Source: an optimization exercise on an open RTL-to-GDS flow (aim: small area). Production flows keep margins and buffers that such runs may drop.
Where RTL was checked, it was by simulation tests only, not by an equivalence proof against the original.
Power is estimated from default activity; no workload was simulated.

## before
==> module system, before the edit <==
module system(output wire RsTx, input wire RsRx, input clk, input btnC);
    wire reset = btnC;
    reg  [7:0] rv;
    reg        lastb;
    reg  [7:0] rxd;
    wire new_input = (rv == 8'd161);
    wire rx_idle   = (rv == 8'd0) | new_input;
    wire rx_samp   = (rv[3:0] == 4'd0) & (rv[7:5] != 3'd0) & ~(rv[7] & rv[5]);
    always @(posedge clk) begin
        if (reset) begin
            rv <= 8'd0; lastb <= 1'b1;
        end else begin
            lastb <= RsRx;
            if (rx_idle & lastb & ~RsRx) rv <= 8'd8;
            else if (new_input)          rv <= 8'd0;
            else if (rv != 8'd0)         rv <= rv + 8'd1;
            if (rx_samp) rxd <= {RsRx, rxd[7:1]};
        end
    end
    reg  [7:0] u;
    reg  [7:0] txb;
    reg        txo, tml;
    wire [7:0] tb = tml ? lc : txb;
    assign RsTx = txo;
    wire sent = (u == 8'd0);
    wire issue;
    always @(posedge clk) begin
        if (reset) begin
            u <= 8'd0; txo <= 1'b1;
        end else begin
            if (issue)          u <= 8'd102;
            else if (u != 8'd0) u <= u + 8'd1;
            if (issue) begin tml <= ~cnt[4]; if (cnt[5]) txb <= {4'h3, B[3:0]}; end
            else if (got & (st == GETR)) txb <= rxd;
            if (u == 8'd0) txo <= 1'b1;
            else if (u[3:0] == 4'hF) begin
                case (u[7:4])
                    4'd6:  txo <= 1'b0;
                    4'd7: txo <= tb[0];
                    4'd8: txo <= tb[1];
                    4'd9: txo <= tb[2];
                    4'd10: txo <= tb[3];
                    4'd11: txo <= tb[4];
                    4'd12: txo <= tb[5];
                    4'd13: txo <= tb[6];
                    4'd14: txo <= tb[7];
                    default: ;
                endcase
            end
        end
    end
    localparam GETR = 3'd0, GETD = 3'd1, REN = 3'd2, CALC = 3'd3, SEND = 3'd4, DLY = 3'd5;
    reg  [2:0]  st;
    reg  [5:0]  cnt;      
    reg  [1:0]  op;       
    reg  [15:0] A, B, R;  
    reg         s, err, pz;
    wire inget  = (st == GETR) | (st == GETD);
    wire got    = inget & new_input;
    wire is_cr  = (rxd == 8'h0D);
    wire is_bs  = (rxd == 8'h08);
    wire is_dig = (rxd[7:4] == 4'h3) & (rxd[3:0] <= 4'd9);
    wire echo   = (st == GETR) ? ~is_bs : is_dig;
    assign issue = (st == SEND) & (cnt[3:0] != 4'd0) & sent;
    wire pshift = issue & (cnt[5:4] == 2'd0) & (cnt[3:0] >= 4'd2) & (cnt[3:0] <= 4'd9);
    wire neg = s & (R != 16'd0);
    reg [7:0] lc;
    always @* begin
        case (cnt)
            6'd13: lc = err ? 8'h00 : 8'h0D;
            6'd12: lc = err ? 8'h0D : 8'h0A;
            6'd11: lc = err ? 8'h0A : (neg ? 8'h2D : 8'h2B);
            6'd10: lc = err ? 8'h4E : 8'h28;
            6'd9:  lc = err ? 8'h2F : 8'h20;
            6'd8:  lc = err ? 8'h4E : {4'h3, A[3:0]};
            6'd7, 6'd6, 6'd5: lc = err ? 8'h20 : {4'h3, A[3:0]};
            6'd3:  lc = err ? 8'h20 : 8'h29;
            6'd1:  lc = 8'h3A;
            default: lc = 8'h20;
        endcase
    end
    always @(posedge clk) begin
        if (reset) begin
            st <= CALC; cnt <= 6'd46;
        end else begin
            case (st)
                GETR, GETD: if (new_input) begin
                    if (is_cr) begin st <= CALC; cnt <= 6'd47; end
                    else begin st <= REN; cnt <= ~echo ? 6'd16 : (st == GETD) ? 6'd49 : 6'd17; end
                end
                REN:  st <= SEND;
                CALC: if (cnt == 6'd14) st <= SEND; else cnt <= cnt - 6'd1;
                SEND: if (cnt[3:0] == 4'd0) st <= cnt[4] ? GETD : GETR;
                      else if (sent) begin st <= DLY; cnt <= cnt - 6'd1; end
                DLY:  if (u == 8'd122) st <= SEND;
                default: st <= GETR;
            endcase
        end
        if (got & (st == GETR)) op <= (rxd == 8'h2F) ? 2'd3 : (rxd == 8'h2A) ? 2'd2 : (rxd == 8'h2D) ? 2'd1 : 2'd0;
    end
    function [3:0] n9(input [3:0] d);
        n9 = 4'd9 - d;
    endfunction
    reg xc, yc;
    reg [15:0] sum;
    reg        cy;
    reg [4:0]  t;
    reg [3:0]  xd, yd;
    integer k;
    always @* begin
        cy = xc | yc;
        for (k = 0; k < 4; k = k + 1) begin
            xd = xc ? n9(R[4*k +: 4]) : R[4*k +: 4];
            yd = yc ? n9(B[4*k +: 4]) : B[4*k +: 4];
            t  = xd + yd + cy;
            if (t > 5'd9) begin sum[4*k +: 4] = t[3:0] + 4'd6; cy = 1'b1; end
            else          begin sum[4*k +: 4] = t[3:0];        cy = 1'b0; end
        end
    end
    localparam AI = 3'd0, AR = 3'd1, AP = 3'd2, AL = 3'd3, AZ = 3'd4;
    reg [2:0] as;
    reg [1:0] dc;
    wire enter_d = got & (st == GETD) & is_cr;
    wire enter_r = got & (st == GETR) & is_cr;
    wire Bz      = (B == 16'd0);
    wire magadd  = ~(op[0] ^ s);
    wire isdiv   = op[0];
    wire [15:0] Rrot = {R[11:0], A[15:12]};
    always @* begin
        xc = (as == AR);
        yc = (as == AL) ? isdiv : (as == AR) ? 1'b0 : ~magadd;
    end
    always @(posedge clk) begin
        if (reset) begin
            A <= 16'd0; B <= 16'd0; R <= 16'd0; s <= 1'b0; err <= 1'b0; pz <= 1'b1;
            as <= AI; dc <= 2'd0;
        end else begin
            if ((got & is_dig) | pshift) B <= {B[11:0], got ? rxd[3:0] : 4'd0};
            if (pshift) begin R <= Rrot; A <= {A[11:0], R[15:12]}; end
            if (enter_r) pz <= 1'b1;
            if (enter_d) begin
                pz <= Bz;
                if (~err) begin
                    if (~op[1]) begin
                        if (magadd) begin R <= sum; if (cy) err <= 1'b1; end
                        else if (cy) R <= sum;
                        else as <= AR;
                    end else if (isdiv & (pz | Bz)) err <= 1'b1;
                    else as <= AP;
                end
            end
            case (as)
                AR: begin R <= sum; s <= ~s; as <= AI; end
                AP: begin
                    R <= Rrot; A <= {A[11:0], R[15:12]};
                    if (cnt == (isdiv ? 6'd43 : 6'd44)) begin as <= AL; dc <= 2'd0; end
                end
                AL: begin
                    if (isdiv ? cy : (A[15:12] != 4'd0)) begin
                        R <= sum;
                        if (isdiv) A[3:0] <= A[3:0] + 4'd1;
                        else begin A[15:12] <= A[15:12] - 4'd1; if (cy) err <= 1'b1; end
                    end else if (dc == 2'd3) begin
                        as <= isdiv ? AZ : AI; dc <= 2'd0;
                    end else begin
                        R <= Rrot; A <= {A[11:0], R[15:12]}; dc <= dc + 2'd1;
                        if (R[15:12] != 4'd0) err <= 1'b1;
                    end
                end
                AZ: begin
                    R <= Rrot; A <= {A[11:0], 4'd0}; dc <= dc + 2'd1;
                    if (dc == 2'd3) as <= AI;
                end
                default: ;
            endcase
        end
    end
endmodule
Settings: LEC_CHECK=0, CAP_MARGIN=20, CORE_MARGIN=2, CORE_UTILIZATION=40, CTS_BUF_LIST=sky130_fd_sc_hd__clkbuf_8, SLEW_MARGIN=20; clock period 150.0 ns.
standard.sh (not shown) runs the stock make flow with config.mk's settings and CLKGATE_MAP_FILE= SYNTH_SCRIPT=/design/flow/synth_recipe.tcl, a recipe that flattens the netlist after the stock synthesis.
==> flow/flow/run.sh <==
#!/bin/bash
set -euo pipefail
cd "$(dirname "$0")/.."
W=$PWD
sed "s|$W/synth_recipe.tcl|$W/flow/synth_area.tcl|g" standard.sh > flow/my_standard.sh
grep -q synth_area.tcl flow/my_standard.sh
export CTS_ARGS="-sink_clustering_enable -repair_clock_nets -buf_list sky130_fd_sc_hd__clkbuf_8 -dont_use_dummy_load"
bash flow/my_standard.sh finish > "$W/flow_make.log" 2>&1
==> flow/flow/abc_area.script <==
&get -n
&st
&syn2
&dch -f
&nf -a -R 1000
&put
mfs3 -ae
==> flow/flow/my_standard.sh <==
#!/bin/bash
# The standard flow's own layout of this design, on the ORFS make targets given (by default finish). After
# finish it leaves the final layout's DEF at /design/flow/out/final.def.
set -euo pipefail
make -C /OpenROAD-flow-scripts/flow DESIGN_CONFIG=/design/flow/config.mk WORK_HOME=/design/flow/orfs CLKGATE_MAP_FILE= SYNTH_SCRIPT=/design/flow/flow/synth_area.tcl CAP_MARGIN=20 CORE_MARGIN=2 CORE_UTILIZATION=40 CTS_BUF_LIST=sky130_fd_sc_hd__clkbuf_8 SLEW_MARGIN=20 "${@:-finish}"
if [[ -f /design/flow/orfs/results/sky130hd/system/base/6_final.odb ]]; then
  : # left out here: write the final layout as DEF
fi
==> flow/flow/synth_area.tcl <==
# The standard flow's synthesis (synth_recipe.tcl) with ABC mapping for area instead of delay
set ::area_dir [file dirname [file normalize [info script]]]
proc abc {args} {
  set j [lsearch -exact $args -script]
  if {$j >= 0} { set args [lreplace $args [expr {$j+1}] [expr {$j+1}] [file join $::area_dir abc_area.script]] }
  yosys abc {*}$args
}
source [file join [file dirname $::area_dir] synth_recipe.tcl]
before completed every stage of the flow, and the final layout passed the timing, design-rule and antenna checks.
#### Input delta (after over before)
-- flow/design.v --
<<< before, line 21
    reg  [7:0] u;
    reg  [7:0] txb;
    reg        txo, tml;
    wire [7:0] tb = tml ? lc : txb;
    assign RsTx = txo;
    wire sent = (u == 8'd0);
    wire issue;
    always @(posedge clk) begin
        if (reset) begin
>>> after, line 21
    reg  [7:0] u;
    reg  [7:0] txb;
    reg        txo, tsp;
    wire [7:0] tb = tsp ? 8'h20 : txb;
    assign RsTx = txo;
    wire sent = (u == 8'd0);
    wire issue;
    wire [7:0] ch;
    always @(posedge clk) begin
        if (reset) begin
<<< before, line 32
            if (issue)          u <= 8'd102;
            else if (u != 8'd0) u <= u + 8'd1;
            if (issue) begin tml <= ~cnt[4]; if (cnt[5]) txb <= {4'h3, B[3:0]}; end
            else if (got & (st == GETR)) txb <= rxd;
            if (u == 8'd0) txo <= 1'b1;
>>> after, line 33
            if (issue)          u <= 8'd102;
            else if (u != 8'd0) u <= u + 8'd1;
            if (issue) begin txb <= ch; tsp <= (cnt == 6'd1); end
            else if (got & (st == GETR)) txb <= rxd;
            if (u == 8'd0) txo <= 1'b1;
<<< before, line 68
    reg [7:0] lc;
    always @* begin
        case (cnt)
            6'd13: lc = err ? 8'h00 : 8'h0D;
            6'd12: lc = err ? 8'h0D : 8'h0A;
            6'd11: lc = err ? 8'h0A : (neg ? 8'h2D : 8'h2B);
            6'd10: lc = err ? 8'h4E : 8'h28;
            6'd9:  lc = err ? 8'h2F : 8'h20;
            6'd8:  lc = err ? 8'h4E : {4'h3, A[3:0]};
            6'd7, 6'd6, 6'd5: lc = err ? 8'h20 : {4'h3, A[3:0]};
            6'd3:  lc = err ? 8'h20 : 8'h29;
            6'd1:  lc = 8'h3A;
            default: lc = 8'h20;
        endcase
    end
    always @(posedge clk) begin
        if (reset) begin
>>> after, line 69
    reg [7:0] lc;
    always @* begin
        case (cnt[3:0])
            4'd14: lc = err ? 8'h00 : 8'h0D;
            4'd13: lc = err ? 8'h0D : 8'h0A;
            4'd12: lc = err ? 8'h0A : (neg ? 8'h2D : 8'h2B);
            4'd11: lc = err ? 8'h4E : 8'h28;
            4'd10: lc = err ? 8'h2F : 8'h20;
            4'd9:  lc = err ? 8'h4E : {4'h3, R[15:12]};
            4'd8, 4'd7, 4'd6: lc = err ? 8'h20 : {4'h3, R[15:12]};
            4'd4:  lc = err ? 8'h20 : 8'h29;
            4'd2:  lc = 8'h3A;
            default: lc = 8'h20;
        endcase
    end
    assign ch = cnt[4] ? (cnt[5] ? {4'h3, B[3:0]} : txb) : lc;
    always @(posedge clk) begin
        if (reset) begin
## What came out
- in -> reg as the critical path start-end classification was reported by before, and reg -> out by after.
- Going from before to after, first-pass iteration count of the detailed router lost 1; via count of the routed design lost about 0.46%; inverter count of the layout excluding clock inverters lost 4; wire length of the first global-routing pass lost about 2%; internal power component picked up an extra about 2%.
- | pin count of the biggest net entering global routing | after vs before | 17% higher |
For before, only the layout was checked, not whether the RTL still works.

[separate check: timing with driven ports]
No port has a modelled driver above. Below, the same layouts with a new extraction and two added sets of constraints.
Step 1 sets driving cells, clkbuf_16 on the clock port and buf_2 on the other inputs (assumed; they add their load-dependent delay and slew).
Step 2 also shifts input and output timing later by t, the mid clock arrival at the registers, as if the neighbouring blocks saw the same clock.
Slacks: ideal ports / drivers / drivers and shift; pairs: ideal ports / drivers.
run	t (ns)	setup WS [ns]	worst setup path at the end	worst register clock-pin slew, ns
before	0.414	118.677 / 118.691 / 118.276	input to register	0.10 / 0.10
after	0.422	118.734 / 118.694 / 118.522	input to register	0.11 / 0.11
After both steps every run listed still meets setup and hold. The setup slack of before, which loses most, moves by +0.014 ns with the drivers and by -0.401 ns with both steps.
